This design comes from an exercise in tuning for small area on the open sky130 flow, not from production work.
The RTL was checked by simulation tests, not by an equivalence proof against the original design.
No driver is modelled on the clock port, so clock power and skew are understated where the tree is cut down; a real chip needs a root buffer or a tree.
Power and IR drop assume default switching activity.

Setup of run B:
==> flow/design.v <==
module uart_bt_8digit(
    input  wire       clk,
    input  wire       rst_n,
    input  wire       rx,
    output wire       tx,
    output wire [7:0] seg_dec,
    output wire [3:0] an_dec,
    output wire [7:0] seg_hex,
    output wire [3:0] an_hex,
    output wire [7:0] leds
);
    localparam [9:0] K_T  = 10'b0001011100;
    localparam [9:0] K_P  = 10'b1000101101;
    localparam [9:0] POL  = 10'b0101010101;
    localparam [2:0] R_IDLE = 3'd0, R_RCVD = 3'd1, R_START = 3'd2,
                     R_STOP = 3'd3, R_DATA = 3'd4;
    reg [2:0] rph;
    reg [9:0] rtz;
    wire [9:0] rtk = rtz ^ POL;
    reg [7:0] rsh;       
    reg [7:0] rdat;      
    wire rT    = (rtk == K_T);
    wire ridle = !rph[2] && !rph[1];
    wire rrcvd = (rph == R_RCVD);
    always @(posedge clk or negedge rst_n) begin
        if (!rst_n) rph <= R_IDLE;
        else if (ridle) rph <= rx ? R_IDLE : R_START;
        else if (rT) begin
            case (rph)
                R_START: rph <= R_DATA;
                R_DATA:  if (rsh[0]) rph <= R_STOP;
                R_STOP:  rph <= R_RCVD;
                default: rph <= R_IDLE;
            endcase
        end
    end
    always @(posedge clk) begin
        if (ridle) rtz <= K_P ^ POL;
        else rtz <= {rtk[8:0], rtk[9] ^ rtk[6] ^ rT} ^ POL;
    end
    always @(posedge clk)
        if (rT) begin
            if (rph == R_START) rsh <= 8'b1000_0000;
            else if (rph == R_DATA) rsh <= {rx, rsh[7:1]};
        end
    always @(posedge clk or negedge rst_n) begin
        if (!rst_n) rdat <= 8'd0;
        else if (rrcvd) rdat <= rsh;
    end
    assign leds = rrcvd ? rsh : rdat;
    localparam [3:0] T_IDLE = 4'b0101, T_PRE = 4'b0110, T_SB = 4'b0111,
                     T_STP = 4'b0000, T_B0 = 4'b1000, T_B7 = 4'b1111;
    reg [3:0] tph;
    reg [9:0] ttz;
    wire [9:0] ttk = ttz ^ POL;
    wire tT    = (ttk == K_T);
    wire tidle = (tph == T_IDLE);
    wire tadv = tidle ? rrcvd : tT;
    always @(posedge clk or negedge rst_n) begin
        if (!rst_n) tph <= T_IDLE;
        else if (tadv) begin
            tph <= (tph == T_STP) ? T_IDLE : tph + 4'd1;
        end
    end
    always @(posedge clk) begin
        if (tidle) ttz <= K_T ^ POL;
        else ttz <= {ttk[8:0], ttk[9] ^ ttk[6] ^ tT} ^ POL;
    end
    assign tx = tph[3] ? rdat[tph[2:0]] : (tph != T_SB);
    localparam [16:0] K_R  = 17'b10011000011010011;    
    localparam [16:0] K_DT = 17'b01001100001101001;    
    reg [16:0] dcnt;
    reg [1:0]  sel;
    wire dT = (dcnt == K_DT);
    always @(posedge clk or negedge rst_n) begin
        if (!rst_n) begin
            dcnt <= K_R;
            sel  <= 2'd0;
        end else begin
            dcnt <= {dcnt[15:0], dcnt[16] ^ dcnt[13] ^ dT};
            if (dT) sel <= sel + 2'd1;
        end
    end
    wire [3:0] an = ~(4'b0001 << sel);
    assign an_dec = an;
    assign an_hex = an;
    function [3:0] add3;
        input [3:0] x;
        case (x)
            4'd5: add3 = 4'd8;
            4'd6: add3 = 4'd9;
            4'd7: add3 = 4'd10;
            4'd8: add3 = 4'd11;
            4'd9: add3 = 4'd12;
            default: add3 = x;
        endcase
    endfunction
    wire [3:0] c1 = add3({1'b0, rdat[7:5]});
    wire [3:0] c2 = add3({c1[2:0], rdat[4]});
    wire [3:0] c3 = add3({c2[2:0], rdat[3]});
    wire [3:0] c4 = add3({c3[2:0], rdat[2]});
    wire [3:0] c5 = add3({1'b0, c1[3], c2[3], c3[3]});
    wire [3:0] c6 = add3({c4[2:0], rdat[1]});
    wire [3:0] c7 = add3({c5[2:0], c4[3]});
    wire [9:0] bcd = {c5[3], c7, c6, rdat[0]};
    wire [3:0] hnib = sel[1] ? 4'd0 : (sel[0] ? leds[7:4] : leds[3:0]);
    wire [3:0] dnib = sel[1] ? (sel[0] ? 4'd0 : {2'b00, bcd[9:8]})
                             : (sel[0] ? bcd[7:4] : bcd[3:0]);
    function [7:0] seg7;
        input [3:0] d;
        case (d)
            4'h0: seg7 = 8'b1100_0000;
            4'h1: seg7 = 8'b1111_1001;
            4'h2: seg7 = 8'b1010_0100;
            4'h3: seg7 = 8'b1011_0000;
            4'h4: seg7 = 8'b1001_1001;
            4'h5: seg7 = 8'b1001_0010;
            4'h6: seg7 = 8'b1000_0010;
            4'h7: seg7 = 8'b1111_1000;
            4'h8: seg7 = 8'b1000_0000;
            4'h9: seg7 = 8'b1001_0000;
            4'hA: seg7 = 8'b1000_1000;
            4'hB: seg7 = 8'b1000_0011;
            4'hC: seg7 = 8'b1100_0110;
            4'hD: seg7 = 8'b1010_0001;
            4'hE: seg7 = 8'b1000_0110;
            default: seg7 = 8'b1000_1110;
        endcase
    endfunction
    assign seg_hex = seg7(hnib);
    assign seg_dec = seg7(dnib);
endmodule
Settings: LEC_CHECK=0, CAP_MARGIN=20, CORE_MARGIN=2, CORE_UTILIZATION=60, SLEW_MARGIN=20; clock period 10.0 ns.
standard.sh (not shown) runs the stock make flow with config.mk's settings and CLKGATE_MAP_FILE= SYNTH_SCRIPT=/design/flow/synth_recipe.tcl, a recipe that flattens the netlist after the stock synthesis.
==> flow/flow/run.sh <==
#!/bin/bash
# Own layout flow: the standard flow (standard.sh) with
#  - synthesis: no half/full-adder extraction; ABC maps the logic with each
#    area script flow/a*.abc and the smallest result is kept
#    (flow/synth_area.tcl wraps synth_recipe.tcl)
#  - port buffers of the smallest buffer cell (buf_1)
#  - clock tree: CLKBUF_COUNT buffers on the clock port, each driving a group
#    of nearby flip-flops (flow/cts_pre.tcl), instead of an H-tree
# Each tool's output is in orfs/logs/; make's own output goes to flow_make.log.
set -euo pipefail
WORK=$(pwd)
export AREA_ABC_SCRIPTS="$(ls $WORK/flow/a*.abc | tr '\n' ' ')"
export FLOW_SYNTH_TCL=$WORK/synth_recipe.tcl
export ADDER_MAP_FILE=
export BUFFER_PORTS_ARGS="-buffer_cell sky130_fd_sc_hd__buf_1"
export PRE_CTS_TCL=$WORK/flow/cts_pre.tcl
export CLKBUF_CELL=sky130_fd_sc_hd__clkbuf_16
export CLKBUF_COUNT=2
sed "s|SYNTH_SCRIPT=[^ ]*|SYNTH_SCRIPT=$WORK/flow/synth_area.tcl|" standard.sh > own_standard.sh
grep -q "SYNTH_SCRIPT=$WORK/flow/synth_area.tcl" own_standard.sh
bash own_standard.sh finish > flow_make.log 2>&1
Other scripts of this flow, unchanged in this note and not shown: flow/flow/a1_deep_map.abc, flow/flow/a2_deep_amap.abc, flow/flow/a3_deep_amapm.abc, flow/flow/a4_deep_dc2_amap.abc, flow/flow/a5_deep2_amap.abc, flow/flow/cts_pre.tcl, flow/flow/synth_area.tcl
[inputs] run E vs run B
--- a/flow/design.v
+++ b/flow/design.v
@@ -9,21 +9,21 @@
     output wire [3:0] an_hex,
     output wire [7:0] leds
 );
     localparam [9:0] K_T  = 10'b0001011100;
     localparam [9:0] K_P  = 10'b1000101101;
     localparam [9:0] POL  = 10'b0101010101;
-    localparam [2:0] R_IDLE = 3'd0, R_RCVD = 3'd1, R_START = 3'd2,
-                     R_STOP = 3'd3, R_DATA = 3'd4;
+    localparam [2:0] R_IDLE = 3'd0, R_RCVD = 3'd2, R_START = 3'd3,
+                     R_STOP = 3'd4, R_DATA = 3'd5;
     reg [2:0] rph;
     reg [9:0] rtz;
     wire [9:0] rtk = rtz ^ POL;
-    reg [7:0] rsh;       
+    reg [7:0] rsh;
     reg [7:0] rdat;      
     wire rT    = (rtk == K_T);
-    wire ridle = !rph[2] && !rph[1];
+    wire ridle = (rph == R_IDLE) || (rph == R_RCVD);
     wire rrcvd = (rph == R_RCVD);
     always @(posedge clk or negedge rst_n) begin
         if (!rst_n) rph <= R_IDLE;
         else if (ridle) rph <= rx ? R_IDLE : R_START;
         else if (rT) begin
             case (rph)
@@ -36,16 +36,14 @@
     end
     always @(posedge clk) begin
         if (ridle) rtz <= K_P ^ POL;
         else rtz <= {rtk[8:0], rtk[9] ^ rtk[6] ^ rT} ^ POL;
     end
     always @(posedge clk)
-        if (rT) begin
-            if (rph == R_START) rsh <= 8'b1000_0000;
-            else if (rph == R_DATA) rsh <= {rx, rsh[7:1]};
-        end
+        if (ridle) rsh <= 8'b1000_0000;
+        else if (rT && rph == R_DATA) rsh <= {rx, rsh[7:1]};
     always @(posedge clk or negedge rst_n) begin
         if (!rst_n) rdat <= 8'd0;
         else if (rrcvd) rdat <= rsh;
     end
     assign leds = rrcvd ? rsh : rdat;
     localparam [3:0] T_IDLE = 4'b0101, T_PRE = 4'b0110, T_SB = 4'b0111,
Findings:
All of run E and run B finish clean. In run E, the power drawn by the clock network came out about 2.7% below the value in run B. Cmp run E vs run B: post-synthesis compound-gate area fraction higher in run E. Of run E and run B, the run reporting the higher layout net count was run E. Share of the core filled with cells in the final layout: run E vs run B down 0.44 points. Sequential power: run E vs run B down about 2%. Taking run B as the reference, in run E x dimension of the die decreased by 0.67 um relative to the old numbers; synthesized cell count moved up; power went down about 2%; synthesized area has decreased.
In every run of this note, the design's own scripts or RTL, not TritonCTS, make the clock network.

-- re-timing with driven ports --
The flow's constraints put no driver on any port. The routed layouts listed below were extracted and timed again, unchanged, in two steps.
Step 1 assumes that a clkbuf_16 drives the clock port and a buf_2 every other input.
Step 2 times the ports against the registers' clock, not the clock port: input delays grow and output delays shrink by t, the midpoint of the rising clock arrivals with the driver on.
Slacks: ideal ports / drivers / drivers and shift; pairs: ideal ports / drivers.
run	shift t [ns]	setup WS [ns]	slew at the worst register clock pin (ns)	pins driven straight from the clock port
run B	0.211	4.393 / 4.348 / 4.559	0.11 / 0.11	2
run E	0.204	4.040 / 3.997 / 4.201	0.11 / 0.11	2
After both steps setup and hold are still met in every run listed.
